Context: an optimization exercise on an open-source flow, tuned for small area and a short achievable clock period. The choices shown serve that exercise and are no tape-out recipe. The RTL was checked by simulation tests, not by an equivalence proof against the original design. No activity file was given, so power comes from the tool's default toggle rates.

run A:
Design MyFloatAccum, start of the top module:
module MyFloatAccum #(
   parameter DATA_W   = 32,
   parameter STRIDE_W = 16,
   parameter DELAY_W  = 7
) (
   input clk,
   input rst,
   input run,
   input running,
   input [STRIDE_W-1:0] strideMinusOne,
   input [DATA_W-1:0] in0,
   (* versat_latency = 4 *) output reg [31:0] out0,
   input [DELAY_W-1:0] delay0
);
   localparam CNT_W = (STRIDE_W > DELAY_W) ? STRIDE_W : DELAY_W;
   reg [CNT_W-1:0] delay;
   always @(posedge clk, posedge rst) begin
      if (rst) begin
         delay <= 0;
      end else if (run) begin
         delay <= delay0;
      end else if (|delay) begin
         delay <= delay - 1;
      end else begin
         delay <= strideMinusOne;
      end
   end
   wire [55:0] win0;
   wire [ 7:0] selLo;
   wire [ 8:1] selHi;
   wire [ 8:0] selConst;
   wire        cin;
   FloatToLargeInteger conv (
      .in_i      (in0),
      .win_o     (win0),
      .selLo_o   (selLo),
      .selHi_o   (selHi),
      .selConst_o(selConst),
      .cin_o     (cin)
   );
   reg  [55:0] win0_reg;
   reg  [ 7:0] selLo_reg;
   reg  [ 8:1] selHi_reg;
   reg  [ 8:0] selConst_reg;
   reg         cin_reg;
   reg         doAccum_2;
   always @(posedge clk, posedge rst) begin
      if (rst) begin
         doAccum_2   <= 0;
         win0_reg    <= 0;
         selLo_reg   <= 0;
         selHi_reg   <= 0;
         selConst_reg <= 0;
         cin_reg     <= 0;
      end else if (running) begin
         doAccum_2   <= (delay == 0);
         win0_reg    <= win0;
         selLo_reg   <= selLo;
         selHi_reg   <= selHi;
         selConst_reg <= selConst;
         cin_reg     <= cin;
      end
   end
   wire [278:0] addend;
   FloatToLargeIntegerPlace place (
      .win_i    (win0_reg),
      .selLo_i  (selLo_reg),
      .selHi_i  (selHi_reg),
      .selConst_i(selConst_reg),
      .out_o    (addend)
   );
   reg          accumZero;
   always @(posedge clk, posedge rst) begin
      if (rst) begin
         accumZero <= 1'b1;
      end else begin
         accumZero <= 1'b0;
      end
   end
   localparam ZERO_COPIES = 4;
   localparam ZERO_PART = (279 + ZERO_COPIES - 1) / ZERO_COPIES;
   reg  [ZERO_COPIES-1:0] zeroAccum;
   genvar zc;
   generate
  ...
Settings: LEC_CHECK=0, CAP_MARGIN=20, CORE_MARGIN=2, CORE_UTILIZATION=55, SLEW_MARGIN=20; clock period 12.0 ns.
standard.sh (not shown) runs the stock make flow with config.mk's settings and CLKGATE_MAP_FILE= SYNTH_SCRIPT=/design/flow/synth_recipe.tcl, a recipe that flattens the netlist after the stock synthesis.
==> flow/flow/run.sh <==
#!/bin/bash
set -o pipefail
cp standard.sh standard_sh_copy.log
export SETUP_SLACK_MARGIN=7
export CTS_ARGS="-sink_clustering_enable -repair_clock_nets -dont_use_dummy_load"
export BUFFER_PORTS_ARGS="-inputs -outputs -buffer_cell sky130_fd_sc_hd__buf_1"
bash standard.sh > standard.log 2>&1
The inputs of run B differ from those of run A as listed below.
==> flow/flow/run.sh <==
#!/bin/bash
set -o pipefail
cp standard.sh standard_sh_copy.log
export SETUP_SLACK_MARGIN=7
export CTS_ARGS="-sink_clustering_enable -repair_clock_nets -dont_use_dummy_load -buf_list sky130_fd_sc_hd__clkbuf_8"
bash standard.sh > standard.log 2>&1
[summary]
Sort run A and run B by maximum level of the CTS H-tree desc -> top: run B. The flow did not stop early for run B: all stages ran, and the layout cleared the timing, DRC and antenna checks. The core utilization number comes out higher for run B vs run A. Run B against run A: clock share of power decreased 1.1 points, setup slack decreased 0.094 ns, sequential share of cell area decreased 0.18 points, buffers inserted during post-CTS setup optimization decreased about 16%.
Modified inputs, run C compared to run B
==> flow/flow/run.sh <==
#!/bin/bash
set -o pipefail
cp standard.sh standard_sh_copy.log
export SETUP_SLACK_MARGIN=7
export CTS_ARGS="-sink_clustering_enable -repair_clock_nets -dont_use_dummy_load -sink_clustering_size 18 -sink_clustering_max_diameter 130"
export BUFFER_PORTS_ARGS="-inputs -outputs -buffer_cell sky130_fd_sc_hd__buf_1"
bash standard.sh > standard.log 2>&1
Results
Of run C and run B, it is run C that has the lower area growth from synthesis to layout. When the final numbers for run C and run B were put side by side, the part of the total power dissipated in the clock network turned out to be greater in run B. Run B → run C: number of multi-input logic gates shows no meaningful change; detailed-route wire length on metal 1 shows a reduction of 3.9%; net load switching power shows a reduction of 0.43 mW. Core utilization in run C is 1.9 points lower than in run B. Run C does better than run B on power.

-- static timing again, ports no longer ideal --
In the flow no input, the clock included, has a driving cell. The finished layouts below were timed again as built, in two steps.
Step 1 assumes that a clkbuf_16 drives the clock port and a buf_2 every other input.
Step 2, shift: input delay + t, output delay - t, t = (earliest + latest rising clock arrival at the registers) / 2. This alone moves slack from input paths to output paths.
Three values: ideal ports, drivers, drivers and shift; two values: the first two.
run | t (ns) | setup WS [ns] | worst setup path after step 2 | worst slew at a driven data input, ns
run A | 0.705 | 6.873 / 6.873 / 6.517 | input to register | 0.04
run B | 0.827 | 6.779 / 6.779 / 6.313 | input to register | 0.04
run C | 0.726 | 6.791 / 6.791 / 6.537 | input to register | 0.03
After both steps setup and hold are still met in every run listed. The setup slack of run B, which loses most, moves by 0.000 ns with the drivers and by -0.466 ns with both steps.
